This design comes from an exercise in tuning for small area and a short achievable clock period on the open sky130 flow, not from production work.
In this exercise RTL edits were held to simulation tests only and were not proved equivalent to the original.
Power figures rest on the tool's default switching activity, not on a simulated workload.

===== flow/run.sh =====
#!/bin/bash
# Layout flow: the standard ORFS flow (standard.sh) with two changes:
#  - Yosys's full/half adder extraction is off (ADDER_MAP_FILE empty), so ABC
#    maps the adders itself;
#  - the port buffers are sky130_fd_sc_hd__buf_2 instead of the delay buffer
#    buffer_ports picks by default.
# make's full output goes to flow_make.log; each tool's log is under orfs/logs/.
set -euo pipefail
cd "$(dirname "$0")/.."
bash standard.sh ADDER_MAP_FILE= "BUFFER_PORTS_ARGS=-buffer_cell sky130_fd_sc_hd__buf_2"  finish > flow_make.log 2>&1

===== standard.sh =====
#!/bin/bash
# synth_recipe.tcl (not shown) runs the flow's synth.tcl, then flattens the netlist and writes it again
# the make line also repeats each setting of config.mk as NAME=value (left out here)
make -C /OpenROAD-flow-scripts/flow DESIGN_CONFIG=/design/flow/config.mk WORK_HOME=/design/flow/orfs CLKGATE_MAP_FILE= SYNTH_SCRIPT=/design/flow/synth_recipe.tcl "${@:-finish}"

===== config.mk =====
export PLATFORM = sky130hd
export DESIGN_NAME = mult_top
export DESIGN_NICKNAME = mult_top
export VERILOG_FILES = /design/flow/design.v
export SDC_FILE = /design/flow/constraint.sdc
export NUM_CORES = 4
export LEC_CHECK = 0
export ABC_AREA = 1
export CAP_MARGIN = 20
export CORE_MARGIN = 2
export CORE_UTILIZATION = 40
export CTS_BUF_LIST = sky130_fd_sc_hd__clkbuf_8
export GPL_TIMING_DRIVEN = 0
export SETUP_SLACK_MARGIN = 3.3
export SLEW_MARGIN = 20

===== constraint.sdc =====
create_clock -name core_clock -period 7.0 [get_ports {clk}]
set_input_delay 1.4000 -clock core_clock [delete_from_list [all_inputs] [get_ports {clk}]]
set_output_delay 1.4000 -clock core_clock [all_outputs]
set_load 0.01 [all_outputs]

===== design.v =====
module elm_log13(
    input  [12:0] a,
    output [3:0]  n,
    output [2:0]  f
    );
    wire        z3 = ~|a[12:5];
    wire [12:0] a1 = z3 ? {a[4:0], 8'd0} : a;
    wire        z2 = ~|a1[12:9];
    wire [12:0] a2 = z2 ? {a1[8:0], 4'd0} : a1;
    wire        z1 = ~|a2[12:11];
    wire [12:0] a3 = z1 ? {a2[10:0], 2'd0} : a2;
    wire        z0 = ~a3[12];
    wire [11:0] a4 = z0 ? {a3[10:0], 1'b0} : a3[11:0];
    wire        az = ~a3[12] & ~a3[11];
    assign n = az ? 4'd0 : 4'd12 - {z3, z2, z1, z0};
    assign f = a4[11:9];
endmodule
module elm_stage1(
    input  [15:0] x,
    input  [15:0] y,
    output [8:0]  el,
    output        ec,
    output [8:0]  eh,
    output        sf0,
    output [3:0]  nx,
    output [2:0]  fx,
    output [3:0]  ny,
    output [2:0]  fy,
    output        s
    );
    wire x_one = x[13] ^ x[14];
    wire x_two = ~x_one & (x[15] ^ x[14]);
    wire x_neg = x[15] & ~(x[14] & x[13]);
    wire y_one = y[13] ^ y[14];
    wire y_two = ~y_one & (y[15] ^ y[14]);
    wire y_neg = y[15] & ~(y[14] & y[13]);
    wire [17:0] ys = {{2{y[15]}}, y};
    wire [17:0] xs = {{4{x[13]}}, x[13:0]};
    wire [17:0] pa = (({18{x_one}} & ys) | ({18{x_two}} & {ys[16:0], 1'b0})) ^ {18{x_neg}};
    wire [17:0] pb = (({18{y_one}} & xs) | ({18{y_two}} & {xs[16:0], 1'b0})) ^ {18{y_neg}};
    assign {ec, el} = {1'b0, pa[8:0]} + {1'b0, pb[8:0]} + {9'd0, x_neg};
    assign eh = pa[17:9] + pb[17:9];
    assign sf0 = y_neg;
    elm_log13 lx(.a(x[12:0] ^ {13{x[13]}}), .n(nx), .f(fx));
    elm_log13 ly(.a(y[12:0] ^ {13{y[13]}}), .n(ny), .f(fy));
    wire nz = (x[13] | (|x[7:0])) & (y[13] | (|y[7:0]));
    assign s = nz & (x[13] ^ y[13]);
endmodule
module elm_stage2(
    input  [8:0]  el,
    input         ec,
    input  [8:0]  eh,
    input         sf0,
    input  [7:0]  l,
    input         s,
    input         z,
    output [13:0] pl,
    output [8:0]  ql,
    output        qc,
    output [8:0]  qh
    );
    wire [4:0] k = l[7:3];
    wire [2:0] f = l[2:0];
    wire [3:0]  mm = z ? 4'd0 : ({1'b1, f} ^ {4{s}});
    wire [4:0]  x1 = k[0] ? {mm, s} : {s, mm};
    wire [6:0]  x2 = k[1] ? {x1, {2{s}}} : {{2{s}}, x1};
    wire [10:0] x3 = k[2] ? {x2, {4{s}}} : {{4{s}}, x2};
    wire [18:0] x4 = k[3] ? {x3, {8{s}}} : {{8{s}}, x3};
    wire [28:3] x5 = k[4] ? {x4[12:0], {13{s}}} : {{10{s}}, x4[18:3]};
    wire [27:0] m  = {s, s, x5};
    wire        lo = (k <= 5'd13) | ((k == 5'd14) & (|f))
                   | ((k == 5'd15) & (f[1] | f[0])) | ((k == 5'd16) & f[0]);
    wire        c14 = sf0 & ~z & (s | lo);
    assign pl = m[13:0] - {13'd0, sf0};
    assign {qc, ql} = {1'b0, el} + {1'b0, m[22:14]} + {9'd0, c14};
    assign qh = eh + {{4{m[27]}}, m[27:23]} + {8'd0, ec};
endmodule
module mult_top(
    input clk,
    input  [15:0] x,
    input  [15:0] y,
    output [31:0] p_out
    );
    wire [8:0]  el, eh;
    wire        ec, sf0, s;
    wire [3:0]  nx, ny;
    wire [2:0]  fx, fy;
    elm_stage1 s1(.x(x), .y(y), .el(el), .ec(ec), .eh(eh), .sf0(sf0),
                  .nx(nx), .fx(fx), .ny(ny), .fy(fy), .s(s));
    reg [8:0]  el_r, eh_r;
    reg        ec_r, sf0_r, s_r, z_r;
    reg [6:0]  lx_r, ly_r;
    always @(posedge clk) begin
        el_r  <= el;
        ec_r  <= ec;
        eh_r  <= eh;
        sf0_r <= sf0;
        s_r   <= s;
        z_r   <= ~((x[13] | (|x[7:0])) & (y[13] | (|y[7:0])));
        lx_r  <= {nx, fx};
        ly_r  <= {ny, fy};
    end
    wire [7:0]  l = {1'b0, lx_r} + {1'b0, ly_r};
    wire [13:0] pl;
    wire [8:0]  ql, qh;
    wire        qc;
    elm_stage2 s2(.el(el_r), .ec(ec_r), .eh(eh_r), .sf0(sf0_r), .l(l), .s(s_r), .z(z_r),
                  .pl(pl), .ql(ql), .qc(qc), .qh(qh));
    reg [13:0] pl_q;
    reg [8:0]  ql_q, qh_q;
    reg        qc_q;
    always @(posedge clk) begin
        pl_q <= pl;
        ql_q <= ql;
        qc_q <= qc;
        qh_q <= qh;
    end
    assign p_out = {qh_q + {8'd0, qc_q}, ql_q, pl_q};
endmodule

==> notes.md, run 1 <==
- Vias in the first global route: 4960
- Initial antenna violation count: 0
- Clk sinks: 69
- Main combinational cell family by area after synthesis: simple AND/OR/NAND/NOR gates
- Total GRT Usage: 17.0%
- First-pass iteration count of the detailed router: 4
- Starting Density: 40.6%
- Post-Syn Area: 5840 sq um
- Power per cell area: 371 nW/um^2
- Top-area cell type share of the netlist area: 23.7%
- Status: no timing/DRC/antenna violations
- Die X: 125 um
- Wirelength, routed: 13.1 mm
- Largest net degree at the start of global routing: 11
- IO Port Bufs: 62
- Top cells by area, synth: dfxtp_1 24%, nand2_1 19%, xor2_1 8.7%, inv_1 8.2%, xnor2_1 5.0%
- Crit. Startpoint: y[13]
- Max Slew Vio Count: 0
- Max IR drop VDD: 0.000130 V
- Core Util, Final: 45.8%
- Xor/xnor share of the synthesized area: 14.7%
- Post-DRT Antenna Nets: 0
- Syn Nets: 977
- Final setup margin: 3.61 ns
- Startpoint class of the critical path: input pin
- Max-cap violations: 0
- Core box area: 14400 sq um
- Number of synthesized flops with an enable pin: 0
- Crit. End Element: flop
- HPWL after detailed placement: 11.1 mm
- Post-route cell area: 6580 sq um
- Period Utilization, post-route: 48.5%
- Syn-to-layout area delta: 12.8%
- Seq/Total Area, Yosys: 23.7%
- Hold crit path type: flop to flop
- Most frequent cells in the layout: 290 x nand2_1, 127 x inv_1, 74 x nor2_1
- Row count: 44
- Fmax: 295 MHz
- Total Neg Setup Slack: 0 ns
- Multiplexer area fraction after synthesis: 0.343%
- CTS Buf Count: 9
- CP max FO: 10
- Clk root buf: clkbuf_8
- DR vias/cell: 4.61
- Clock Latency Late Sink: 0.35 ns
- First-pass GRT wire length: 22.1 mm
- Critical path class: input pin to flop
- Synthesis Warnings: 1
- Routability Congestion: 0.993
- Hold path startpoint: ec_r$_DFF_P_
- Post-synth ARST share: 0%
- Grt ovf: 0
- Die footprint: 15600 sq um
- Reg clk slew, reported paths: 0.07 ns
- RSZ-0062 raised after global routing: false
- Arrival @ worst endpoint: 3.63 ns
- Worst Tran Pin Value: 0.602 ns
- Setup-failing EPs final: 0
- Synthesized instance count: 944
- Yosys reg bits: 69
- Slew headroom: 59.9%
- Pleak: 3.59 nW
- CTS tree: done
- Post-synthesis compound-gate area fraction: 13.5%
- Primary FF master, synth: dfxtp_1
- Reg-to-Reg Start: ly_r[3]$_SDFF_PP0_
- Simple-gate area share of the yosys netlist: 36.3%
- Yosys top cell by area: dfxtp_1
- Nets: 1051
- Tmin final: 3.39 ns
- Skew final: 0.00638 ns
- Max Buffers Root-to-Sink: 2
- Synth Area in Adders: 0%
- Count of final hold-check violations: 0
- DRC: 0
- Avg WL per Cell: 10.8 um
- Unique masters post-synth: 51
- Avg Inst Size Synth: 6.18 sq um
- H-tree depth: 3
- Share of layout cells above drive strength 1: 16.9%
- Ports: 65
- Pre-CTS setup slack: 3.18 ns
- DRT iter0 DRCs: 217
- N_diodes: 0
- Vias: 5551
- Die boundary height: 125 um
- Placement Cell Area: 6380 sq um
- Req. time, crit path: 7.24 ns
- Commonest non-fill, non-tap cell in the layout: nand2_1
[final timing paths]
check        slack (ns)                 end  depth (start not counted)
min                0.48     qh_q[0]$_DFF_P_                          2
max                3.61  ly_r[5]$_SDFF_PP0_                         17
max reg2reg        4.25     ql_q[8]$_DFF_P_                         24
min reg2reg        0.48     qh_q[0]$_DFF_P_                          2
[critical path, cell delays in order]
cell      delay, ns
buf_6          0.13
buf_6          0.15
nor2_1         0.08
inv_1          0.08
a211oi_1       0.26
nand2_1        0.17
or2_1          0.23
nand2_1        0.08
nor2_1         0.05
nand2_1        0.13
inv_2          0.09
a21oi_1        0.21
inv_1          0.09
a21oi_2        0.18
inv_1          0.12
o22ai_1        0.13
inv_1          0.05
[cells by family after synthesis]
family	count (synthesis)
AOI/OAI and AO/OA	130
muxes	2
DFF	69
buffers and inverters	164
and+or+nand+nor	485
xor gates and xnor gates	94
[registers in the layout, summed over array words and instances, names as in the netlist]
register  count
sf0_r         1
z_r           1
el_r          9
ly_r          7
eh_r          9
ql_q          9
qc_q          1
ec_r          1
s_r           1
lx_r          7
pl_q         14
qh_q          9
[cell usage after synthesis (7+ instances only)]
| master | n |
|---|---|
| dfxtp_1 | 69 |
| o22ai_1 | 28 |
| nand3_1 | 55 |
| o21ai_1 | 15 |
| inv_2 | 20 |
| or2_2 | 7 |
| nand2_2 | 22 |
| nor2_1 | 74 |
| inv_1 | 127 |
| o21ai_0 | 40 |
| xnor2_1 | 33 |
| nand2_1 | 290 |
| or2_1 | 7 |
| a21oi_1 | 17 |
| xor2_1 | 58 |
[repair_timing]
action / CTS / global route
gates resized for setup: 0 / 6
hold buffers: 0 / 0
setup buffers: 0 / 1
endpoints found under the setup margin: 0 / 4
[power breakdown]
part           total [mW]  internal, mW  leakage [nW]  switching, mW
Clock               0.302         0.163        0.0974          0.139
Sequential          0.606         0.547         0.581         0.0591
Combinational        1.53         0.573          2.92          0.958
[through the flow]
step | hold WS (ns) | total power [mW] | instances
global placement | 0.476 | 2.14 | 1190
floorplan | 0.438 | 1.82 | 944
global route | 0.524 | 2.72 | 1205
CTS | 0.489 | 2.46 | 1204
finish | 0.484 | 2.44 | 1205
detailed placement | 0.468 | 2.15 | 1190
[area by class of cell]
class / instances / area [sq um]
plain buffers: 16 / 116
clock buffers: 13 / 179
clock inverters: 1 / 5.00
fillers: 1572 / 7790
inverters: 148 / 558
multi-input cells: 711 / 3790
flip-flops and latches: 69 / 1380
well taps: 184 / 230
repair buffers: 63 / 318
[metal layers]
metal / vias to the layer above / part of all wire (%) / routed length, um / global-route usage (%)
met5: - / 0 / 0 / 0
met3: 18 / 5.0 / 647 / 3.01
li1: 3096 / - / - / -
met4: 0 / 2.0 / 257 / 5.55
met1: 2316 / 50 / 6580 / 23.4
met2: 121 / 43 / 5580 / 26.9
==> run 2, diff against run 1 <==
--- a/config.mk
+++ b/config.mk
@@ -11,5 +11,5 @@
 export CORE_UTILIZATION = 40
 export CTS_BUF_LIST = sky130_fd_sc_hd__clkbuf_8
-export GPL_TIMING_DRIVEN = 0
+export PLACE_DENSITY = 0.7
 export SETUP_SLACK_MARGIN = 3.3
 export SLEW_MARGIN = 20
==> run 2 against run 1 <==
Effect of this change: global-route usage down 0.12 points; hold slack worse by 0.018 ns; clock power up 11%; die area unchanged; setup slack worse by 0.070 ns; register-to-register slack worse by 0.42 ns; flip-flop and latch count unchanged; routed wire length down 1.1%; critical path depth up 2; design area down 0.46%; critical path type unchanged; largest cell class unchanged.
==> notes.md, run 2 <==
- Status: no timing/DRC/antenna violations
- Cells after DPL: 1176
- Die X: 125 um
- Critical path cell sequence: buf_6, nor2_1, nor2_1, inv_2, nand2_1, nor3b_2, nand2_2, inv_2, o21ai_1, nand2_1, nor2_1, nand3_1, inv_1, o21ai_4, inv_2, nor2_2, nand2_1, nand2_2, mux2i_1
- Critical path class: input pin to flop
- H-tree depth: 3
- Power per cell area: 376 nW/um^2
- Most flop-heavy register: pl_q
- Final setup margin: 3.54 ns
- WHS: 0.465 ns
- Post-CTS setup buffer count: 0
- Sw Ratio: 47.2%
- Worst path max stage delay: 0.21 ns
- Placement Cell Area: 6270 sq um
- Yosys reg bits: 69
- Max IR drop VDD: 0.000134 V
- DRT iter0 DRCs: 307
- Largest net degree at the start of global routing: 25
- Total Neg Setup Slack: 0 ns
- Die footprint: 15600 sq um
- Skew final: 0.0103 ns
- Syn-to-layout area delta: 12.2%
- Number of synthesized flops with an enable pin: 0
- Total GRT Usage: 16.9%
- Crit. Startpoint: x[13]
- Setup-failing EPs final: 0
- Top-count cell post-synth: nand2_1
- Reg-to-Reg Start: s_r$_DFF_P_
- Comb pwr share: 61.7%
- Post-synth ARST share: 0%
- Worst Tran Pin Value: 0.945 ns
- Routability Congestion: 0.963
- Internal Power: 1.30 mW
- Seq/Total Area, Yosys: 23.7%
- Number of flip-flops in the largest register: 14
- Grt ovf: 0
- Post-Syn Area: 5840 sq um
- Count of final hold-check violations: 0
- IO Port Bufs: 64
- WP buf/inv: 5
- Post-route cell area: 6550 sq um
- Avg Inst Size Synth: 6.18 sq um
- Max Buffers Root-to-Sink: 2
- Crit. End Element: flop
- Top cells by area, synth: dfxtp_1 24%, nand2_1 19%, xor2_1 8.7%, inv_1 8.2%, xnor2_1 5.0%
- Unique masters post-synth: 51
- N_diodes: 0
- Commonest non-fill, non-tap cell in the layout: nand2_1
- RSZ-0062 raised after global routing: false
- Synthesis Warnings: 1
- Vias in the first global route: 4991
- Arrival @ worst endpoint: 3.73 ns
- Post-synth top cells: 290 x nand2_1, 127 x inv_1, 74 x nor2_1, 69 x dfxtp_1, 58 x xor2_1
- CP max FO: 20
- Slew headroom: 36.9%
- Critical path's top delay family: simple AND/OR/NAND/NOR gates
- Primary FF master, synth: dfxtp_1
- First-pass GRT wire length: 22.2 mm
- Initial antenna violation count: 0
- Switching power total: 1.16 mW
- Clk sinks: 69
- First-pass iteration count of the detailed router: 5
- Yosys top cell by area: dfxtp_1
- HPWL after detailed placement: 10.6 mm
- Slowest-stage cell, CP: o21ai_4
- Starting Density: 40.6%
- Vias: 5581
- Post-DRT Antenna Nets: 0
- Core box area: 14400 sq um
- Die boundary height: 125 um
- Most frequent cells in the layout: 288 x nand2_1, 128 x inv_1, 73 x nor2_1
- Sequential share of power: 24.7%
- Nets: 1036
- Period Utilization, post-route: 49.5%
- CTS Buf Count: 9
- Req. time, crit path: 7.27 ns
- Clock share of power: 13.6%
- Synthesized instance count: 944
- Post-Layout Cell Count: 1192
- Max-cap violations: 0
- DRC: 0
- Clock Latency Late Sink: 0.34 ns
- Row count: 44
- Top-area cell type share of the netlist area: 23.7%
- Hold path startpoint: ec_r$_DFF_P_
- CTS tree: done
- Pleak: 3.56 nW
- Clk root buf: clkbuf_8
- Share of layout cells above drive strength 1: 16.6%
- Ports: 65
- Pre-CTS setup slack: 2.93 ns
- Core Util, Final: 45.6%
- Startpoint class of the critical path: input pin
- DR vias/cell: 4.68
- Tmin final: 3.46 ns
- Wirelength, routed: 12.9 mm
- Reg clk slew, reported paths: 0.07 ns
- Total power draw: 2.46 mW
- Fmax: 289 MHz
- Hold crit path type: flop to flop
- Syn Nets: 977
- Avg WL per Cell: 10.8 um
- Max Slew Vio Count: 0
==> run 2: power groups by stage <==
stage	Clock [mW]	Combinational (mW)	Sequential [mW]
after floorplan	0	1.19	0.631
after global placement	0	1.49	0.616
after detailed placement	0	1.51	0.619
after CTS	0.348	1.52	0.610
after global routing	0.366	1.76	0.627
final	0.334	1.52	0.609
==> run 2: tightest hold or removal path: cells and delay by family (launching register included) <==
| family | cells | cell delay [ns] |
|---|---|---|
| compound gates | 1 | 0.04 |
| flops | 1 | 0.32 |
| simple gates | 1 | 0.07 |
==> run 2: path summary, 6_finish.rpt <==
check	end	slack (ns)	depth (start not counted)
worst max-delay path	lx_r[2]$_DFF_P_	3.54	19
worst max register to register	pl_q[10]$_DFF_P_	3.83	18
worst min register to register	qh_q[0]$_DFF_P_	0.47	2
worst min-delay path	qh_q[0]$_DFF_P_	0.47	2
==> run 2: metal layers <==
layer	vias up	global-route usage (%)	routed length, um
met5	-	0	0
met1	2332	23.2	6460
met2	158	26.6	5500
met4	0	5.42	218
li1	3075	-	-
met3	16	3.31	740
==> run 2: timing repair <==
action,4_1_cts,5_1_grt
resized for setup,0,20
hold buffers,0,0
setup endpoints to repair,0,18
==> run 2: cells by family after synthesis <==
family          count (synthesis)  synth area share (%)
simple gates                  485                  36.3
mux                             2                 0.343
flops                          69                  23.7
xor+xnor                       94                  14.7
compound gates                130                  13.5
buf+inv                       164                  11.6
==> run 2: cell type report <==
class                      instances  area, sq um
multi-input combinational        711         3830
clock inverter                     4         46.3
tap                              184          230
sequential                        69         1380
timing repair buffer              64          333
clock buffer                      12          165
fill                            1495         7820
inverter                         148          563
==> run 3, diff against run 2 <==
--- a/config.mk
+++ b/config.mk
@@ -11,5 +11,4 @@
 export CORE_UTILIZATION = 40
 export CTS_BUF_LIST = sky130_fd_sc_hd__clkbuf_8
-export PLACE_DENSITY = 0.7
 export SETUP_SLACK_MARGIN = 3.3
 export SLEW_MARGIN = 20
==> run 3 against run 2 <==
Effect of this change: critical path depth decreased by 1; core utilization shrank 0.30 points; cell count shrank 0.17%; sequential share of layout area rose by 0.14 points; clock skew grew 0.0033 ns; via count decreased by 2.1%; combinational power barely moved; clock power decreased by 8.7%; setup slack improved by 0.075 ns.
==> notes.md, run 3 <==
- Top-area cell type share of the netlist area: 23.7%
- Worst Tran Pin Value: 0.971 ns
- Commonest non-fill, non-tap cell in the layout: nand2_1
- CTS tree: done
- Reg-to-Reg Start: s_r$_DFF_P_
- Slew headroom: 35.2%
- Synthesis Warnings: 1
- Hold path cells: 2
- Reg clk slew, reported paths: 0.08 ns
- Hold path startpoint: ec_r$_DFF_P_
- Routability Congestion: 0.939
- WP buf/inv: 3
- Most flop-heavy register: pl_q
- Share of layout cells above drive strength 1: 16.3%
- Crit. End Element: flop
- Post-DRT Antenna Nets: 0
- Avg Inst Size Synth: 6.18 sq um
- Worst R2R Setup Slack: 3.80 ns
- Power per cell area: 372 nW/um^2
- Clock share of power: 12.6%
- Max Slew Vio Count: 0
- Yosys top cell by area: dfxtp_1
- Critical path's top delay family: simple AND/OR/NAND/NOR gates
- CP max FO: 17
- Nets: 1036
- Clk sinks: 69
- Critical path class: input pin to flop
- Skew final: 0.0136 ns
- Synthesized instance count: 944
- Vias: 5466
- First-pass iteration count of the detailed router: 5
- IO Port Bufs: 64
- Post-synth ARST share: 0%
- Most frequent cells in the layout: 288 x nand2_1, 127 x inv_1, 73 x nor2_1
- Period Utilization, post-route: 48.4%
- Seq/Total Area, Yosys: 23.7%
- CTS Buf Count: 9
- Sw Ratio: 47.5%
- DRT iter0 DRCs: 227
- Post-synth top cells: 290 x nand2_1, 127 x inv_1, 74 x nor2_1, 69 x dfxtp_1, 58 x xor2_1
- Status: no timing/DRC/antenna violations
- Hold crit path type: flop to flop
- WHS Endpoint: qh_q[0]$_DFF_P_
- Filler instances: 1566
- Ports: 65
- Pre-CTS setup slack: 2.91 ns
- Max IR drop VDD: 0.000113 V
- Grt ovf: 0
- Max Buffers Root-to-Sink: 2
- Total Neg Setup Slack: 0 ns
- HPWL after detailed placement: 10.7 mm
- Tmin final: 3.39 ns
- Critical path cell sequence: buf_6, inv_2, nand2_1, nand2_1, o21ai_4, o22ai_1, xor2_1, or2_1, nand2_1, inv_1, nand2_1, nand2_1, nand2_1, nand2_1, a21oi_2, o21ai_2, a21oi_2, xor2_1
- Startpoint class of the critical path: input pin
- Comb pwr share: 62.3%
- Die X: 125 um
- Clock Latency Late Sink: 0.35 ns
- Final setup margin: 3.61 ns
- Post-Layout Cell Count: 1190
- Cells after DPL: 1176
- DR vias/cell: 4.59
- Pleak: 3.54 nW
- RSZ-0062 raised after global routing: false
- Internal Power: 1.27 mW
- Clk root buf: clkbuf_8
- RR Endpoint: pl_q[10]$_DFF_P_
- Initial antenna violation count: 0
- Post-Syn Area: 5840 sq um
- First-pass GRT wire length: 22.0 mm
- Switching power total: 1.15 mW
- Worst Reg2Reg Path Length in Cells: 16
- Fmax: 295 MHz
- Top-count cell post-synth: nand2_1
- Slowest-stage cell, CP: or2_1
- N_diodes: 0
- Count of final hold-check violations: 0
- Avg WL per Cell: 10.7 um
- Top cells by area, synth: dfxtp_1 24%, nand2_1 19%, xor2_1 8.7%, inv_1 8.2%, xnor2_1 5.0%
- Unique masters post-synth: 51
- Yosys reg bits: 69
- Syn Nets: 977
- Arrival @ worst endpoint: 3.67 ns
- Vias in the first global route: 4844
- DRC: 0
- Total GRT Usage: 16.6%
- H-tree depth: 3
- Core box area: 14400 sq um
- Primary FF master, synth: dfxtp_1
- Setup-failing EPs final: 0
- CP most frequent cell: nand2_1
- Die boundary height: 125 um
- Number of flip-flops in the largest register: 14
- Row count: 44
- Sequential share of power: 25.1%
- Hold_buf cts: 0
- WHS: 0.474 ns
- Max-cap violations: 0
- Largest net degree at the start of global routing: 25
- Number of synthesized flops with an enable pin: 0
- Worst path max stage delay: 0.24 ns
- Die footprint: 15600 sq um
- Syn-to-layout area delta: 11.5%
- Req. time, crit path: 7.28 ns
- Wirelength, routed: 12.8 mm
- Starting Density: 40.6%
## run 3: tightest hold or removal path, cell delays in order, from the launching register on
cell and delay [ns]:
dfxtp_1 0.33, a21oi_1 0.04, nor2_1 0.07
## run 3: cell type report
cell class,instances,area (sq um),area share (%)
multi-input combinational,711,3820,58.7
sequential,69,1380,21.2
inverter,148,563,8.65
timing repair buffer,64,333,5.11
tap,184,230,3.54
clock buffer,13,179,2.75
clock inverter,1,5.00,0.0769
## run 3: logic make-up after synthesis
kind of cell	after synthesis	synth area share [%]
muxes	2	0.343
DFF	69	23.7
AOI/OAI and AO/OA	130	13.5
buffers and inverters	164	11.6
xor gates and xnor gates	94	14.7
and+or+nand+nor	485	36.3
## run 3: timing repair
item                       in CTS  in global routing
pin swaps                       0                  0
buffers inserted                0                  0
setup endpoints to repair       3                 17
gates resized for setup         1                 18
gates cloned                    0                  0
## run 3: routing by layer
metal	up-vias	wire [um]	track usage [%]
met2	99	5450	25.7
met5	-	0	0
met3	8	568	3.01
li1	3075	-	-
met1	2284	6650	23.5
met4	0	112	4.96
## run 3: worst max-delay path by stage
stage	startpoint	endpoint	slack, ns	cells past startpoint
2_1_floorplan	x[13]	eh_r[7]$_DFF_P_	3.53	20
3_3_place_gp	x[13]	eh_r[8]$_DFF_P_	2.97	20
6_report	y[13]	el_r[8]$_DFF_P_	3.61	18
5_1_grt	x[13]	lx_r[2]$_DFF_P_	3.36	19
3_5_place_dp	x[13]	el_r[8]$_DFF_P_	2.91	17
4_1_cts	y[13]	el_r[8]$_DFF_P_	3.34	17
## run 3: through the flow
step | cell area (sq um) | total power, mW | utilization (%)
floorplan | 5840 | 1.82 | -
global placement | 6270 | 2.12 | 43.6
detailed placement | 6270 | 2.13 | 43.6
CTS | 6460 | 2.45 | 44.9
global route | 6510 | 2.70 | 45.3
finish | 6510 | 2.42 | 45.3
## run 3: power groups by stage
| stage | clock, mW | sequential, mW | combinational [mW] |
|---|---|---|---|
| 2_1_floorplan | 0 | 0.631 | 1.19 |
| 3_3_place_gp | 0 | 0.616 | 1.51 |
| 3_5_place_dp | 0 | 0.619 | 1.52 |
| 4_1_cts | 0.318 | 0.610 | 1.52 |
| 5_1_grt | 0.333 | 0.625 | 1.74 |
| 6_report | 0.305 | 0.609 | 1.51 |
==> run 4, diff against run 3 <==
--- a/config.mk
+++ b/config.mk
@@ -11,4 +11,4 @@
 export CORE_UTILIZATION = 40
 export CTS_BUF_LIST = sky130_fd_sc_hd__clkbuf_8
-export SETUP_SLACK_MARGIN = 3.3
+export SETUP_SLACK_MARGIN = 3.1
 export SLEW_MARGIN = 20
==> run 4 against run 3 <==
Effect of this change: clock power about the same; register-to-register slack about the same; critical path type unchanged; flip-flop and latch count unchanged; synthesized cell count unchanged; hold slack got worse by 0.00089 ns; core utilization decreased by 0.28 points; total power decreased by 0.17%; routed wire length decreased by 0.13%; sequential share of layout area increased by 0.13 points; combinational power about the same; first-iteration DRC count increased by 2.2%; global-route usage unchanged.
==> notes.md, run 4 <==
- Final setup margin: 3.45 ns
- Most flop-heavy register: pl_q
- Main combinational cell family by area after synthesis: simple AND/OR/NAND/NOR gates
- Skew final: 0.0136 ns
- Clk sinks: 69
- HPWL after detailed placement: 10.7 mm
- IO Port Bufs: 64
- Max IR drop VDD: 0.000114 V
- Initial antenna violation count: 0
- Number of flip-flops in the largest register: 14
- Most frequent cells in the layout: 289 x nand2_1, 127 x inv_1, 74 x nor2_1
- Wirelength, routed: 12.8 mm
- Post-synth ARST share: 0%
- Critical path cell sequence: clkbuf_4, xnor2_1, nand2_1, a211oi_1, nand2_1, o21ai_0, nor2_1, nand2_1, inv_2, a21oi_1, inv_1, a21oi_2, inv_1, o22ai_1, inv_1
- Worst path max stage delay: 0.34 ns
- Synth Area in Adders: 0%
- N_diodes: 0
- Post-synth top cells: 290 x nand2_1, 127 x inv_1, 74 x nor2_1, 69 x dfxtp_1, 58 x xor2_1
- Arrival @ worst endpoint: 3.78 ns
- Unique masters post-synth: 51
- Die footprint: 15600 sq um
- Primary FF master, synth: dfxtp_1
- Yosys top cell by area: dfxtp_1
- Seq/Total Area, Yosys: 23.7%
- Worst R2R Setup Slack: 3.80 ns
- Fmax: 282 MHz
- Top-count cell post-synth: nand2_1
- Pleak: 3.53 nW
- Synthesis Warnings: 1
- Vias in the first global route: 4844
- Post-synthesis compound-gate area fraction: 13.5%
- Setup-failing EPs final: 0
- DRT iter0 DRCs: 232
- WP buf/inv: 5
- Core box area: 14400 sq um
- Post-DRT Antenna Nets: 0
- Die boundary height: 125 um
- Total Neg Setup Slack: 0 ns
- Max Slew Vio Count: 0
- Critical path endpoint: ly_r[5]$_SDFF_PP0_
- CP max FO: 17
- Vias: 5480
- DRC: 0
- Number of synthesized flops with an enable pin: 0
- Syn Nets: 977
- Nets: 1036
- Critical path class: input pin to flop
- Slowest-stage cell, CP: o21ai_0
- Max Buffers Root-to-Sink: 2
- Die X: 125 um
- Hold crit path type: flop to flop
- Crit. Startpoint: y[13]
- Max-cap violations: 0
- Worst Reg2Reg Path Length in Cells: 16
- First-pass iteration count of the detailed router: 5
- Clk root buf: clkbuf_8
- Share of layout cells above drive strength 1: 16.0%
- Worst Tran Pin Value: 0.978 ns
- Multiplexer area fraction after synthesis: 0.343%
- RR Endpoint: pl_q[10]$_DFF_P_
- Critical path depth in cells: 15
- RSZ-0062 raised after global routing: false
- Power per cell area: 374 nW/um^2
- Routability Congestion: 0.939
- Top-area cell type share of the netlist area: 23.7%
- Tmin final: 3.55 ns
- DR vias/cell: 4.61
- Top cells by area, synth: dfxtp_1 24%, nand2_1 19%, xor2_1 8.7%, inv_1 8.2%, xnor2_1 5.0%
- Clock Latency Late Sink: 0.35 ns
- Largest net degree at the start of global routing: 25
- Count of final hold-check violations: 0
- Hold_buf cts: 0
- CTS Buf Count: 9
- Req. time, crit path: 7.23 ns
- Avg WL per Cell: 10.7 um
- Synthesized instance count: 944
- Reg-to-Reg Start: s_r$_DFF_P_
- Total GRT Usage: 16.6%
- CTS tree: done
- Period Utilization, post-route: 50.7%
- Crit. End Element: flop
- H-tree depth: 3
- Starting Density: 40.6%
- Commonest non-fill, non-tap cell in the layout: nand2_1
- Yosys reg bits: 69
- Startpoint class of the critical path: input pin
- Status: no timing/DRC/antenna violations
- Xor/xnor share of the synthesized area: 14.7%
- Reg clk slew, reported paths: 0.07 ns
- Ports: 65
- Simple-gate area share of the yosys netlist: 36.3%
- Grt ovf: 0
- Critical path's top delay family: compound AO/OA/AOI/OAI gates
- First-pass GRT wire length: 22.0 mm
- Avg Inst Size Synth: 6.18 sq um
- Post-Syn Area: 5840 sq um
- Pre-CTS setup slack: 2.91 ns
- Slew headroom: 34.7%
- Syn-to-layout area delta: 10.8%
- Row count: 44
==> run 4: cell counts after synthesis <==
Identical to the previous run, type by type.
==> run 4: power breakdown <==
group,internal (mW),switching [mW],total [mW],leakage [nW]
Clock,0.163,0.141,0.304,0.0974
Combinational,0.559,0.946,1.51,2.85
Sequential,0.547,0.0620,0.609,0.581
==> run 4: final cells by class <==
type                            instances  area (sq um)
Timing Repair Buffer                   64           325
Tap cell                              184           230
Sequential cell                        69          1380
Clock inverter                          1          5.00
Clock buffer                           13           179
Fill cell                            1570          7900
Inverter                              148           558
Multi-Input combinational cell        711          3790
==> run 4: worst min-delay path by stage <==
stage	startpoint	depth (start not counted)	slack, ns	to
2_1_floorplan	ec_r$_DFF_P_	2	0.44	qh_q[0]$_DFF_P_
3_3_place_gp	ec_r$_DFF_P_	2	0.46	qh_q[0]$_DFF_P_
3_5_place_dp	ec_r$_DFF_P_	2	0.46	qh_q[0]$_DFF_P_
4_1_cts	ec_r$_DFF_P_	2	0.48	qh_q[0]$_DFF_P_
5_1_grt	ec_r$_DFF_P_	2	0.51	qh_q[0]$_DFF_P_
6_report	ec_r$_DFF_P_	2	0.47	qh_q[0]$_DFF_P_
==> run 4: kinds of logic after synthesis <==
group,after synthesis
AOI/OAI and AO/OA,130
xor gates and xnor gates,94
buffers and inverters,164
DFF,69
muxes,2
and+or+nand+nor,485
==> run 4: timing repair <==
action	4_1_cts	5_1_grt
endpoints found under the setup margin	0	8
endpoints found under the hold margin	0	0
resized for setup	0	4
buffers inserted	0	0
==> run 4: per-stage QoR <==
| step | utilization [%] | power [mW] | hold WS (ns) | std cells | instance area [sq um] |
|---|---|---|---|---|---|
| final | 45.0 | 2.42 | 0.473 | 1190 | 6470 |
| after global routing | 45.0 | 2.69 | 0.505 | 1190 | 6470 |
| after CTS | 44.9 | 2.45 | 0.476 | 1190 | 6450 |
| after detailed placement | 43.6 | 2.13 | 0.457 | 1176 | 6270 |
| after global placement | 43.6 | 2.12 | 0.464 | 1176 | 6270 |
| after floorplan | - | 1.82 | 0.438 | 944 | 5840 |
==> run 4: routing by layer <==
metal  up-vias  wire [um]  track usage, %
met1      2298       6640            23.5
met2       105       5400            25.7
met4         0        134            4.96
met5         -          0               0
met3        11        583            3.01
li1       3066          -               -
==> run 4: tightest hold or removal path: stages, from the launching register on <==
cell and delay [ns]:
dfxtp_1 0.33, a21oi_1 0.04, nor2_1 0.07
==> run 5, diff against run 4 <==
--- a/config.mk
+++ b/config.mk
@@ -11,4 +11,4 @@
 export CORE_UTILIZATION = 40
 export CTS_BUF_LIST = sky130_fd_sc_hd__clkbuf_8
-export SETUP_SLACK_MARGIN = 3.1
+export SETUP_SLACK_MARGIN = 3.2
 export SLEW_MARGIN = 20
==> run 5 against run 4 <==
Effect of this change: still clean on timing, DRC and antenna; synthesized area stayed put; register-to-register slack barely moved; sequential power about the same; cell count stayed put; combinational power about the same; die area is the same; clock power is essentially flat; total power barely moved.
==> notes.md, run 5 <==
- Status: no timing/DRC/antenna violations
- Period Utilization, post-route: 50.5%
- Max IR drop VDD: 0.000113 V
- Hold crit path type: flop to flop
- Nets: 1036
- RSZ-0062 raised after global routing: false
- Number of synthesized flops with an enable pin: 0
- Arrival @ worst endpoint: 3.77 ns
- Ports: 65
- Clock Latency Late Sink: 0.35 ns
- Most flop-heavy register: pl_q
- Synthesis Warnings: 1
- Avg Inst Size Synth: 6.18 sq um
- Post-CTS setup buffer count: 0
- Post-synth ARST share: 0%
- Max Slew Vio Count: 0
- Fmax: 283 MHz
- Reg clk slew, reported paths: 0.07 ns
- Post-Syn Area: 5840 sq um
- Die X: 125 um
- DRT iter0 DRCs: 191
- Core Util, Final: 45.1%
- Filler instances: 1565
- Max-cap violations: 0
- Hold path startpoint: ec_r$_DFF_P_
- First-pass GRT wire length: 22.0 mm
- Largest net degree at the start of global routing: 25
- Commonest non-fill, non-tap cell in the layout: nand2_1
- Total GRT Usage: 16.6%
- Critical path class: input pin to flop
- Most frequent cells in the layout: 288 x nand2_1, 127 x inv_1, 74 x nor2_1
- DRC: 0
- Crit. End Element: flop
- Crit. Startpoint: y[13]
- Tmin final: 3.53 ns
- Post-DRT Antenna Nets: 0
- Row count: 44
- Total Neg Setup Slack: 0 ns
- Share of layout cells above drive strength 1: 16.1%
- Top-count cell post-synth: nand2_1
- Power per cell area: 373 nW/um^2
- Avg WL per Cell: 10.7 um
- Unique masters post-synth: 51
- Number of flip-flops in the largest register: 14
- Total power draw: 2.42 mW
- Top-area cell type share of the netlist area: 23.7%
- HPWL after detailed placement: 10.7 mm
- Syn-to-layout area delta: 11.0%
- Die boundary height: 125 um
- Setup-failing EPs final: 0
- First-pass iteration count of the detailed router: 5
- Count of final hold-check violations: 0
- Seq/Total Area, Yosys: 23.7%
- Yosys top cell by area: dfxtp_1
- Post-Layout Cell Count: 1190
- Die footprint: 15600 sq um
- Reg-to-Reg Start: s_r$_DFF_P_
- Grt ovf: 0
- CTS Buf Count: 9
- Slew headroom: 34.9%
- Vias in the first global route: 4844
- H-tree depth: 3
- Skew final: 0.0130 ns
- Syn Nets: 977
- Primary FF master, synth: dfxtp_1
- Vias: 5495
- Initial antenna violation count: 0
- Yosys reg bits: 69
- CP max FO: 17
- Max Buffers Root-to-Sink: 2
- Wirelength, routed: 12.8 mm
- CTS tree: done
- Cells after DPL: 1176
- Core box area: 14400 sq um
- Worst Tran Pin Value: 0.975 ns
- N_diodes: 0
- Routability Congestion: 0.939
- Req. time, crit path: 7.23 ns
- WHS: 0.473 ns
- Starting Density: 40.6%
- Clk root buf: clkbuf_8
- Clk sinks: 69
- Startpoint class of the critical path: input pin
- DR vias/cell: 4.62
- Top cells by area, synth: dfxtp_1 24%, nand2_1 19%, xor2_1 8.7%, inv_1 8.2%, xnor2_1 5.0%
- Synthesized instance count: 944
- Register Area: 1380 sq um
- Post-synth top cells: 290 x nand2_1, 127 x inv_1, 74 x nor2_1, 69 x dfxtp_1, 58 x xor2_1
- Area of the multi-input gates: 3800 sq um
- Pleak: 3.53 nW
- IO Port Bufs: 64
## run 5: cell counts after synthesis
No cell type changed its count.
## run 5: report_power, final
part,switching (mW),internal [mW]
Clock,0.141,0.163
Combinational,0.947,0.560
Sequential,0.0621,0.547
## run 5: timing repair
item,4_1_cts,5_1_grt
hold buffers,0,0
endpoints found under the hold margin,0,0
endpoints found under the setup margin,0,14
resized for setup,0,10
## run 5: cells by family after synthesis
logic type      after synthesis  share of synthesized area (%)
simple gates                485                           36.3
buf+inv                     164                           11.6
compound gates              130                           13.5
xor+xnor                     94                           14.7
flops                        69                           23.7
mux                           2                          0.343
## run 5: cell type report
class,instances,share of cell area (%)
clock buffer,13,2.76
sequential,69,21.3
timing repair buffer,64,5.02
clock inverter,1,0.0772
tap,184,3.55
inverter,148,8.65
multi-input combinational,711,58.6
## run 5: worst max-delay path, stage by stage
cell	delay, ns
clkbuf_4	0.23
xnor2_1	0.31
nand2_1	0.08
a211oi_1	0.18
nand2_1	0.17
o21ai_0	0.31
nor2_1	0.09
nand2_1	0.13
inv_2	0.09
a21oi_1	0.20
inv_1	0.09
a21oi_2	0.19
inv_1	0.12
o22ai_1	0.14
inv_1	0.06
## run 5: per-stage QoR
stage | area, sq um | worst slack [ns]
after floorplan | 5840 | 3.53
after global placement | 6270 | 2.97
after detailed placement | 6270 | 2.91
after CTS | 6450 | 3.29
after global routing | 6480 | 3.21
final | 6480 | 3.47
## run 5: layer usage
layer  GRT usage, %  share of wire [%]  up-vias
met2           25.7                 42      118
met1           23.5                 52     2295
met5              0                  0        -
met4           4.96                1.3        0
li1               -                  -     3068
met3           3.01                4.6       14
## run 5: worst paths after layout
| check | to | slack, ns | depth (start not counted) |
|---|---|---|---|
| max | ly_r[5]$_SDFF_PP0_ | 3.47 | 15 |
| min | qh_q[0]$_DFF_P_ | 0.47 | 2 |
| max reg2reg | pl_q[10]$_DFF_P_ | 3.81 | 16 |
| min reg2reg | qh_q[0]$_DFF_P_ | 0.47 | 2 |
==> run 6, diff against run 5 <==
--- a/flow/run.sh
+++ b/flow/run.sh
@@ -8,3 +8,3 @@
 set -euo pipefail
 cd "$(dirname "$0")/.."
-bash standard.sh ADDER_MAP_FILE= "BUFFER_PORTS_ARGS=-buffer_cell sky130_fd_sc_hd__buf_2"  finish > flow_make.log 2>&1
+bash standard.sh ADDER_MAP_FILE= "BUFFER_PORTS_ARGS=-buffer_cell sky130_fd_sc_hd__buf_2" RECOVER_POWER=100 finish > flow_make.log 2>&1
--- a/config.mk
+++ b/config.mk
@@ -11,4 +11,4 @@
 export CORE_UTILIZATION = 40
 export CTS_BUF_LIST = sky130_fd_sc_hd__clkbuf_8
-export SETUP_SLACK_MARGIN = 3.2
+export SETUP_SLACK_MARGIN = 3.3
 export SLEW_MARGIN = 20
==> run 6 against run 5 <==
Effect of this change: maximum frequency decreased by 26%; combinational power decreased by 4%; critical path depth increased by 2; clock power about the same; first-iteration DRC count increased by 26%; non-clock buffer count unchanged; core utilization decreased by 0.88 points; design area decreased by 1.9%; clock-buffer cell count unchanged; total power decreased by 2.2%; flip-flop and latch count unchanged; die area unchanged; critical path type unchanged; critical endpoint is now ec_r$_DFF_P_; largest power group unchanged.
==> notes.md, run 6 <==
- Post-Syn Area: 5840 sq um
- Placement Cell Area: 6270 sq um
- RSZ-0062 raised after global routing: false
- CTS tree: done
- Critical path class: input pin to flop
- Yosys reg bits: 69
- Avg Inst Size Synth: 6.18 sq um
- Starting Density: 40.6%
- Number of flip-flops in the largest register: 14
- Worst Tran Pin Value: 1.03 ns
- Reg clk slew, reported paths: 0.07 ns
- Fmax: 209 MHz
- Die footprint: 15600 sq um
- Unique masters post-synth: 51
- Xor/xnor share of the synthesized area: 14.7%
- Routability Congestion: 0.939
- Worst Reg2Reg Path Length in Cells: 19
- Synthesized instance count: 944
- Share of layout cells above drive strength 1: 10.5%
- Most frequent cells in the layout: 296 x nand2_1, 131 x inv_1, 79 x nor2_1
- Wirelength, routed: 12.9 mm
- Initial antenna violation count: 0
- Period Utilization, post-route: 68.3%
- Max IR drop VDD: 0.000116 V
- Post-DRT Antenna Nets: 0
- IO Port Bufs: 64
- Nets: 1036
- Core box area: 14400 sq um
- Synthesis Warnings: 1
- Post-synth ARST share: 0%
- Tmin final: 4.78 ns
- DRC: 0
- Vias in the first global route: 4844
- Req. time, crit path: 7.23 ns
- Ports: 65
- DR vias/cell: 4.58
- Arrival @ worst endpoint: 5.01 ns
- N_diodes: 0
- Main combinational cell family by area after synthesis: simple AND/OR/NAND/NOR gates
- Commonest non-fill, non-tap cell in the layout: nand2_1
- Status: no timing/DRC/antenna violations
- First-pass iteration count of the detailed router: 4
- Top-count cell post-synth: nand2_1
- Simple-gate area share of the yosys netlist: 36.3%
- H-tree depth: 3
- Total Neg Setup Slack: 0 ns
- Power per cell area: 372 nW/um^2
- Syn-to-layout area delta: 8.87%
- Primary FF master, synth: dfxtp_1
- Pleak: 3.40 nW
- Clock Latency Late Sink: 0.35 ns
- Total GRT Usage: 16.6%
- Top-area cell type share of the netlist area: 23.7%
- Synth Area in Adders: 0%
- Max Slew Vio Count: 0
- Multiplexer area fraction after synthesis: 0.343%
- Avg WL per Cell: 10.8 um
- Top cells by area, synth: dfxtp_1 24%, nand2_1 19%, xor2_1 8.7%, inv_1 8.2%, xnor2_1 5.0%
- CTS Buf Count: 9
- Clk sinks: 69
- Row count: 44
- Max Buffers Root-to-Sink: 2
- Syn Nets: 977
- Filler instances: 1608
- Largest net degree at the start of global routing: 25
- Post-synth top cells: 290 x nand2_1, 127 x inv_1, 74 x nor2_1, 69 x dfxtp_1, 58 x xor2_1
- Crit. End Element: flop
- Number of synthesized flops with an enable pin: 0
- Hold crit path type: flop to flop
- Post-route cell area: 6350 sq um
- Hold path cells: 2
- Slew headroom: 31.5%
- Most flop-heavy register: pl_q
- Seq/Total Area, Yosys: 23.7%
- DRT iter0 DRCs: 240
- Startpoint class of the critical path: input pin
- Count of final hold-check violations: 0
- Setup-failing EPs final: 0
- Die X: 125 um
- CP max FO: 17
- Yosys top cell by area: dfxtp_1
- Post-synthesis compound-gate area fraction: 13.5%
- First-pass GRT wire length: 22.0 mm
- HPWL after detailed placement: 10.7 mm
- Hold_buf cts: 0
- Vias: 5450
- Die boundary height: 125 um
- Grt ovf: 0
- Clk root buf: clkbuf_8
- Skew final: 0.0147 ns
- Max-cap violations: 0
==> run 6: cell types whose count changed in the layout (fill, tap and decap cells not counted), sizes merged <==
| cell | before | now |
|---|---|---|
| clkinvlp | 0 | 2 |
| clkbuf | 14 | 46 |
| buf | 63 | 31 |
| inv | 148 | 146 |
==> run 6: cell families after synthesis <==
group / count (synthesis)
flip-flops: 69
AND/OR/NAND/NOR: 485
multiplexers: 2
buffers and inverters: 164
AO/OA/AOI/OAI: 130
XOR/XNOR: 94
==> run 6: final cells by class <==
| type | instances | area, sq um | share of cell area, % |
|---|---|---|---|
| Clock buffer | 13 | 179 | 2.82 |
| Clock inverter | 1 | 5.00 | 0.0788 |
| Inverter | 148 | 561 | 8.82 |
| Multi-Input combinational cell | 711 | 3720 | 58.5 |
| Sequential cell | 69 | 1380 | 21.7 |
| Tap cell | 184 | 230 | 3.62 |
| Timing Repair Buffer | 64 | 279 | 4.39 |
==> run 6: metal layers <==
layer  track usage (%)  vias up  wire length [um]
met5                 0        -                 0
met4              4.96        0                97
met3              3.01        6               570
met2              25.7       97              5440
met1              23.5     2277              6750
li1                  -     3070                 -
==> run 6: critical path: stages <==
cell and delay (ns):
clkbuf_1 0.41, nand2_1 0.28, inv_1 0.11, nor2_1 0.37
clkinvlp_2 0.73, xor2_1 0.38, or2_1 0.25, nand2_1 0.06
inv_1 0.05, nand2_1 0.06, nand2_1 0.07, nand2_1 0.06
nand2_1 0.07, a21oi_1 0.28, o21ai_2 0.10, a21oi_1 0.20
o21ai_0 0.11
==> run 6: timing repair <==
item / in CTS / in global routing
gates resized for setup: 1 / 18
endpoints found under the setup margin: 3 / 17
buffers inserted: 0 / 0
==> run 6: final timing paths <==
check | from | end | slack, ns
max reg2reg | s_r$_DFF_P_ | pl_q[12]$_DFF_P_ | 2.94
min | ec_r$_DFF_P_ | qh_q[0]$_DFF_P_ | 0.47
max | y[13] | ec_r$_DFF_P_ | 2.22
min reg2reg | ec_r$_DFF_P_ | qh_q[0]$_DFF_P_ | 0.47
==> run 6: per-stage QoR <==
stage | worst slack (ns) | hold WS [ns] | utilization (%) | cells | total power, mW
CTS | 3.34 | 0.476 | 44.9 | 1190 | 2.45
finish | 2.22 | 0.474 | 44.2 | 1190 | 2.37
global route | 1.79 | 0.505 | 44.2 | 1190 | 2.64
global placement | 2.97 | 0.464 | 43.6 | 1176 | 2.12
detailed placement | 2.91 | 0.457 | 43.6 | 1176 | 2.13
floorplan | 3.53 | 0.438 | - | 944 | 1.82
==> run 6: where the power goes <==
part	internal, mW	switching (mW)
clock	0.163	0.141
combinational	0.525	0.927
sequential	0.547	0.0636
total	1.24	1.13
==> run 7, diff against run 6 <==
==> flow/run.sh (replaced) <==
#!/bin/bash
# Layout flow: the standard ORFS flow (standard.sh) with two changes:
#  - Yosys's full/half adder extraction is off (ADDER_MAP_FILE empty), so ABC
#    maps the adders itself;
#  - the port buffers are sky130_fd_sc_hd__buf_1 instead of the delay buffer
#    buffer_ports picks by default.
# make's full output goes to flow_make.log; each tool's log is under orfs/logs/.
set -euo pipefail
cd "$(dirname "$0")/.."
bash standard.sh ADDER_MAP_FILE= "BUFFER_PORTS_ARGS=-buffer_cell sky130_fd_sc_hd__buf_1"  finish > flow_make.log 2>&1
--- a/config.mk
+++ b/config.mk
@@ -10,5 +10,4 @@
 export CORE_MARGIN = 2
 export CORE_UTILIZATION = 40
-export CTS_BUF_LIST = sky130_fd_sc_hd__clkbuf_8
-export SETUP_SLACK_MARGIN = 3.3
+export SETUP_SLACK_MARGIN = 3.4
 export SLEW_MARGIN = 20
==> run 7 against run 6 <==
Effect of this change: still clean on timing, DRC and antenna; routed wire length up 1.2%; synthesized cell count unchanged; clock skew down 0.012 ns; highest routed layer unchanged.
==> notes.md, run 7 <==
- Commonest non-fill, non-tap cell in the layout: nand2_1
- Core box area: 14400 sq um
- Vias: 5512
- Clock Latency Late Sink: 0.32 ns
- Worst Tran Pin Value: 0.539 ns
- Max IR drop VDD: 0.000136 V
- Placement Cell Area: 6190 sq um
- Comb pwr share: 59.3%
- Xor/xnor share of the synthesized area: 14.7%
- First-pass iteration count of the detailed router: 4
- Setup-failing EPs final: 0
- Fmax: 296 MHz
- Post-synth ARST share: 0%
- Synthesized instance count: 944
- Die footprint: 15600 sq um
- Starting Density: 40.6%
- Max Used Layer: met4
- Number of synthesized flops with an enable pin: 0
- Post-route cell area: 6630 sq um
- Syn Nets: 977
- Syn-to-layout area delta: 13.5%
- IO Port Bufs: 64
- Synthesis Warnings: 1
- Sequential share of power: 24.1%
- Top-area cell type share of the netlist area: 23.7%
- Largest net degree at the start of global routing: 25
- DRT met1 WL: 6.77 mm
- Arrival @ worst endpoint: 3.60 ns
- Req. time, crit path: 7.21 ns
- Most frequent cells in the layout: 287 x nand2_1, 127 x inv_1, 73 x nor2_1
- Skew final: 0.00310 ns
- Max-cap violations: 0
- Startpoint class of the critical path: input pin
- Hold_buf cts: 0
- Yosys top cell by area: dfxtp_1
- Avg WL per Cell: 10.9 um
- Multiplexer area fraction after synthesis: 0.343%
- Hold crit path type: flop to flop
- Met3 Wirelength: 587 um
- Met2 routed WL: 5.51 mm
- Reg clk slew, reported paths: 0.05 ns
- Avg Inst Size Synth: 6.18 sq um
- Vias in the first global route: 4962
- Seq/Total Area, Yosys: 23.7%
- Status: no timing/DRC/antenna violations
- Die X: 125 um
- Worst path max stage delay: 0.39 ns
- Simple-gate area share of the yosys netlist: 36.3%
- DRT iter0 DRCs: 270
- Max Slew Vio Count: 0
- Top-count cell post-synth: nand2_1
- Total Neg Setup Slack: 0 ns
- Post-synth top cells: 290 x nand2_1, 127 x inv_1, 74 x nor2_1, 69 x dfxtp_1, 58 x xor2_1
- Hold path startpoint: ec_r$_DFF_P_
- Filler instances: 1546
- Pleak: 3.45 nW
- Internal Power: 1.36 mW
- Ports: 65
- Power per cell area: 383 nW/um^2
- Critical path class: input pin to flop
- First-pass GRT wire length: 22.3 mm
- Cells after DPL: 1176
- RSZ-0062 raised after global routing: false
- Slew headroom: 64.1%
- Routability Congestion: 0.912
- Wirelength, routed: 13.0 mm
- Period Utilization, post-route: 48.3%
- Clock share of power: 16.6%
- Crit. End Element: flop
- Row count: 44
- Nets: 1040
- Synth Area in Adders: 0%
- Post-DRT Antenna Nets: 0
- Slowest-stage cell, CP: o21ai_0
- Share of layout cells above drive strength 1: 11.3%
- CTS Buf Count: 9
- Count of final hold-check violations: 0
- Critical path cell sequence: buf_6, xor2_1, inv_1, nand2_1, nor2_1, nand2_1, or2_1, nand2_1, nor2_1, nand2_1, o21ai_0, inv_1, a21oi_2, inv_1, o22ai_1, inv_1
- CP max FO: 17
- H-tree depth: 3
- Top cells by area, synth: dfxtp_1 24%, nand2_1 19%, xor2_1 8.7%, inv_1 8.2%, xnor2_1 5.0%
- Most flop-heavy register: pl_q
- Yosys reg bits: 69
- Initial antenna violation count: 0
- Post-Syn Area: 5840 sq um
- Number of flip-flops in the largest register: 14
- Area of the multi-input gates: 3880 sq um
- Register Area: 1380 sq um
- Post-synthesis compound-gate area fraction: 13.5%
- Total power draw: 2.54 mW
- Total GRT Usage: 16.8%
- Grt ovf: 0
- DR vias/cell: 4.61
- CTS tree: done
- HPWL after detailed placement: 10.6 mm
- Tmin final: 3.38 ns
- Switching power total: 1.18 mW
- N_diodes: 0
- Clk root buf: clkbuf_16
- Clk sinks: 69
- Unique masters post-synth: 51
- Die boundary height: 125 um
- Sw Ratio: 46.5%
- Main combinational cell family by area after synthesis: simple AND/OR/NAND/NOR gates
- Reg-to-Reg Start: lx_r[3]$_SDFF_PP0_
- Crit. Startpoint: y[13]
- Primary FF master, synth: dfxtp_1
- Max Buffers Root-to-Sink: 2
- DRC: 0
- Post-Layout Cell Count: 1195
==> run 7: cell counts after synthesis <==
Identical to the previous run, type by type.
==> run 7: repair_timing <==
action                     4_1_cts  5_1_grt
setup endpoints to repair       24       24
pin swaps                        0        1
resized for setup               10       32
gates cloned                     0        0
setup buffers                    0        4
==> run 7: worst paths after layout <==
path / slack (ns) / to / depth (start not counted)
worst max-delay path: 3.62 / ly_r[5]$_SDFF_PP0_ / 16
worst min-delay path: 0.47 / qh_q[0]$_DFF_P_ / 2
worst max register to register: 4.15 / ql_q[8]$_DFF_P_ / 23
worst min register to register: 0.47 / qh_q[0]$_DFF_P_ / 2
==> run 7: metrics by stage <==
| step | setup WS (ns) | hold WS, ns | utilization [%] |
|---|---|---|---|
| after global placement | 2.55 | 0.461 | 43.1 |
| final | 3.62 | 0.472 | 46.1 |
| after floorplan | 3.53 | 0.438 | - |
| after CTS | 3.39 | 0.475 | 45.1 |
| after detailed placement | 2.49 | 0.462 | 43.1 |
| after global routing | 3.38 | 0.505 | 46.1 |
==> run 7: area by class of cell <==
cell class,instances,share of cell area [%]
clock buffer,14,4.14
tap,184,3.47
inverter,148,8.50
multi-input combinational,711,58.6
clock inverter,1,0.0755
timing repair buffer,68,4.32
sequential,69,20.9
==> run 7: power groups by stage <==
stage                     sequential [mW]  clock (mW)  combinational [mW]
final                               0.611       0.421                1.50
after detailed placement            0.621           0                1.49
after floorplan                     0.631           0                1.19
after global routing                0.630       0.457                1.73
after CTS                           0.612       0.436                1.50
after global placement              0.618           0                1.48
==> run 7: kinds of logic (layout without fill, tap and decap cells) <==
logic type / after synthesis / count (layout)
xor+xnor: 94 / 94
compound gates: 130 / 130
simple gates: 485 / 485
flops: 69 / 69
mux: 2 / 2
buf+inv: 164 / 231
==> run 7: critical path, delay by kind of cell <==
| kind | cells | cell delay (ns) |
|---|---|---|
| XOR/XNOR | 1 | 0.16 |
| AO/OA/AOI/OAI | 3 | 0.73 |
| AND/OR/NAND/NOR | 7 | 0.69 |
| buffers and inverters | 5 | 0.61 |
==> run 7: layer usage <==
layer	global-route usage, %	up-vias
met5	0	-
li1	-	3091
met1	24.2	2288
met2	25.9	123
met3	2.96	10
met4	4.63	0
==> run 8, diff against run 7 <==
==> flow/run.sh (replaced) <==
#!/bin/bash
# Layout flow: the standard ORFS flow (standard.sh) with these changes:
#  - synthesis runs flow/synth.tcl: synth_recipe.tcl with ABC using flow/abc.script;
#  - Yosys's full/half adder extraction is off (ADDER_MAP_FILE empty), so ABC
#    maps the adders itself;
#  - the port buffers are sky130_fd_sc_hd__buf_2 instead of the delay buffer
#    buffer_ports picks by default.
# make's full output goes to flow_make.log; each tool's log is under orfs/logs/.
set -euo pipefail
cd "$(dirname "$0")/.."
export FLOW_ABC_SCRIPT="$PWD/flow/abc.script"
sed "s#synth_recipe.tcl#flow/synth.tcl#" standard.sh > flow_standard.sh
bash flow_standard.sh ADDER_MAP_FILE= "BUFFER_PORTS_ARGS=-buffer_cell sky130_fd_sc_hd__buf_2" finish > flow_make.log 2>&1
==> flow/abc.script (new file) <==
strash
dch
map -B 0.5
topo
stime -c
buffer -c
upsize -c
dnsize -c
==> flow/synth.tcl (new file) <==
# synth_recipe.tcl (the standard synthesis) with one change: the abc call uses
# flow/abc.script in place of ORFS's ABC script.
proc synth {args} { yosys synth -nofsm -noshare {*}$args }
proc abc {args} {
  set i [lsearch -exact $args -script]
  lset args [expr {$i + 1}] $::env(FLOW_ABC_SCRIPT)
  yosys abc {*}$args
}
source $::env(SCRIPTS_DIR)/synth.tcl
# left out here: clear keep_hierarchy, flatten, clean up, hide names made inside functions, write 1_2_yosys.v
--- a/config.mk
+++ b/config.mk
@@ -10,4 +10,5 @@
 export CORE_MARGIN = 2
 export CORE_UTILIZATION = 40
-export SETUP_SLACK_MARGIN = 3.4
+export CTS_BUF_LIST = sky130_fd_sc_hd__clkbuf_8
+export SETUP_SLACK_MARGIN = 3.3
 export SLEW_MARGIN = 20
==> run 8 against run 7 <==
Effect of this change: clock power decreased by 31%; critical path type unchanged; still clean on timing, DRC and antenna; clock-buffer cell count decreased by 3; synthesized area decreased by 0.81%; core utilization about the same.
==> notes.md, run 8 <==
- Most frequent cells in the layout: 276 x nand2_1, 108 x inv_1, 74 x nor2_1
- Synthesized instance count: 922
- Largest net degree at the start of global routing: 25
- Skew final: 0.0154 ns
- Syn-to-layout area delta: 11.4%
- Row count: 43
- Slew headroom: 58.5%
- Share of layout cells above drive strength 1: 15.2%
- Post-synth top cells: 280 x nand2_1, 107 x inv_1, 74 x nor2_1, 69 x dfxtp_1, 66 x xor2_1
- Max-cap violations: 0
- Sw Ratio: 47.5%
- Core Util, Final: 46.1%
- H-tree depth: 3
- Clock share of power: 12.8%
- Post-DRT Antenna Nets: 0
- CTS tree: done
- Core box area: 14000 sq um
- Tmin final: 3.55 ns
- Status: no timing/DRC/antenna violations
- Die boundary height: 124 um
- Wirelength, routed: 13.4 mm
- Number of synthesized flops with an enable pin: 0
- Period Utilization, post-route: 50.7%
- Die X: 124 um
- Clk sinks: 69
- Sequential share of power: 27.1%
- Area of the multi-input gates: 3860 sq um
- Cells after DPL: 1147
- Setup-failing EPs final: 0
- Critical path class: input pin to flop
- Avg Inst Size Synth: 6.28 sq um
- Yosys reg bits: 69
- DRC: 0
- First-pass iteration count of the detailed router: 5
- Grt ovf: 0
- N_diodes: 0
- Max Buffers Root-to-Sink: 2
- Worst Tran Pin Value: 0.623 ns
- Ports: 65
- Total GRT Usage: 17.4%
- Vias in the first global route: 5078
- Seq/Total Area, Yosys: 23.9%
- Clock Latency Late Sink: 0.35 ns
- Synthesis Warnings: 1
- Arrival @ worst endpoint: 3.79 ns
- Internal Power: 1.20 mW
- Nets: 1014
- Total Neg Setup Slack: 0 ns
- Count of final hold-check violations: 0
- Initial antenna violation count: 0
- Top-area cell type share of the netlist area: 23.9%
- HPWL after detailed placement: 11.0 mm
- Top cells by area, synth: dfxtp_1 24%, nand2_1 18%, xor2_1 10%, inv_1 6.9%, xnor2_1 4.8%
- Routability Congestion: 0.963
- Hold crit path type: flop to flop
- Most flop-heavy register: pl_q
- DR vias/cell: 4.81
- Unique masters post-synth: 51
- Post-route cell area: 6450 sq um
- Post-Syn Area: 5790 sq um
- Pleak: 3.42 nW
- Startpoint class of the critical path: input pin
- Number of flip-flops in the largest register: 14
- Filler instances: 1516
- Avg WL per Cell: 11.5 um
- Switching power total: 1.08 mW
- Yosys top cell by area: dfxtp_1
- Max IR drop VDD: 0.000105 V
- Register Area: 1380 sq um
- Comb pwr share: 60.1%
- Clk root buf: clkbuf_8
- Primary FF master, synth: dfxtp_1
- Post-Layout Cell Count: 1166
- Fmax: 282 MHz
- CP max FO: 18
- Reg clk slew, reported paths: 0.07 ns
- Top-count cell post-synth: nand2_1
- Crit. End Element: flop
- Max Slew Vio Count: 0
- Vias: 5613
- RSZ-0062 raised after global routing: true
- Req. time, crit path: 7.24 ns
- Commonest non-fill, non-tap cell in the layout: nand2_1
- Syn Nets: 955
- Die footprint: 15500 sq um
- First-pass GRT wire length: 22.7 mm
- CTS Buf Count: 9
- Power per cell area: 353 nW/um^2
- DRT iter0 DRCs: 275
- Post-synth ARST share: 0%
- Starting Density: 41.4%
- Hold_buf cts: 0
- IO Port Bufs: 64
- Placement Cell Area: 6210 sq um
[run 8: cell count changes in the layout (fill, tap and decap cells not counted), sizes merged, moves of 7 or more]
cell / before / now
a21oi: 21 / 39
nand2: 315 / 297
xor2: 60 / 67
o21ai: 60 / 53
inv: 148 / 123
[run 8: worst max-delay path, cell delays in order]
cell,delay (ns)
buf_4,0.20
xnor2_1,0.46
inv_1,0.09
nor3_1,0.28
nand2_2,0.14
inv_2,0.14
o21ai_1,0.07
nand2_1,0.14
nor4_4,0.09
a21oi_2,0.29
inv_1,0.09
o21ai_2,0.20
inv_2,0.07
nand3_1,0.07
o21ai_1,0.06
[run 8: power by group through the flow]
stage	Combinational, mW	Sequential, mW	Clock [mW]
2_1_floorplan	1.07	0.634	0
3_3_place_gp	1.36	0.624	0
3_5_place_dp	1.37	0.627	0
4_1_cts	1.37	0.618	0.304
5_1_grt	1.58	0.638	0.321
6_report	1.37	0.618	0.292
[run 8: layout make-up]
| cell class | instances | area share [%] |
|---|---|---|
| multi-input combinational | 711 | 59.8 |
| sequential | 69 | 21.4 |
| inverter | 123 | 7.16 |
| timing repair buffer | 67 | 5.39 |
| tap | 180 | 3.49 |
| clock buffer | 11 | 2.35 |
| clock inverter | 5 | 0.407 |
[run 8: metal layers]
layer  vias to the layer above  wire (um)  global-route usage (%)  part of all wire (%)
met5                         -          0                       0                     0
met4                         0        257                    5.02                   1.9
met3                        20        602                    2.88                   4.5
met2                       143       5840                    28.4                    44
met1                      2385       6670                    23.7                    50
li1                       3065          -                       -                     -
[run 8: repair_timing]
item / CTS / global route
resized for setup: 3 / 11
setup buffers: 0 / 3
pin swaps: 0 / 3
setup endpoints to repair: 6 / 24
[run 8: final timing paths]
path | from | end | slack [ns] | cells past startpoint
worst max-delay path | x[13] | lx_r[0]$_DFF_P_ | 3.45 | 15
worst min-delay path | ec_r$_DFF_P_ | qh_q[0]$_DFF_P_ | 0.47 | 1
worst max register to register | s_r$_DFF_P_ | pl_q[13]$_DFF_P_ | 3.96 | 16
worst min register to register | ec_r$_DFF_P_ | qh_q[0]$_DFF_P_ | 0.47 | 1
[run 8: kinds of logic after synthesis]
family | Yosys count | share of synthesized area, %
and+or+nand+nor | 465 | 34.6
DFF | 69 | 23.9
buffers and inverters | 142 | 10.2
xor gates and xnor gates | 99 | 15.1
AOI/OAI and AO/OA | 147 | 16.2
[run 8: through the flow]
step                      setup WS (ns)  power (mW)  hold slack (ns)
after floorplan                    3.53        1.71            0.434
after global placement             2.81        1.99            0.466
after detailed placement           2.73        2.00            0.471
after CTS                          3.32        2.29            0.484
after global routing               3.25        2.53            0.508
final                              3.45        2.28            0.474

==> separate check: timing with driven ports <==
The flow's constraints put no driver on any port. The routed layouts listed below were extracted and timed again, unchanged, in two steps.
Step 1 (the two cells are an assumption about what drives the block):
set clk [get_ports {clk}]
set_driving_cell -lib_cell sky130_fd_sc_hd__clkbuf_16 $clk
set_driving_cell -lib_cell sky130_fd_sc_hd__buf_2 [delete_from_list [all_inputs] $clk]
Step 2, shift: input delay + t, output delay - t, t = (earliest + latest rising clock arrival at the registers) / 2. This alone moves slack from input paths to output paths.
a / b / c = no drivers / after step 1 / after step 2; a / b = the first two.
run	t, ns	setup WS [ns]	clock arrival spread, ns
run 1	0.379	3.608 / 3.610 / 3.231	0.008 / 0.007
run 2	0.369	3.538 / 3.541 / 3.172	0.011 / 0.011
run 3	0.378	3.613 / 3.608 / 3.231	0.014 / 0.013
run 4	0.378	3.449 / 3.461 / 3.083	0.014 / 0.014
run 5	0.378	3.468 / 3.481 / 3.103	0.013 / 0.013
run 6	0.376	2.218 / 2.232 / 1.856	0.015 / 0.015
run 7	0.359	3.616 / 3.617 / 3.258	0.004 / 0.005
run 8	0.381	3.448 / 3.462 / 3.081	0.017 / 0.016
After both steps setup and hold are still met in every run listed. For run 3, which loses most, drivers alone change the setup slack by -0.005 ns; drivers and shift together by -0.382 ns.
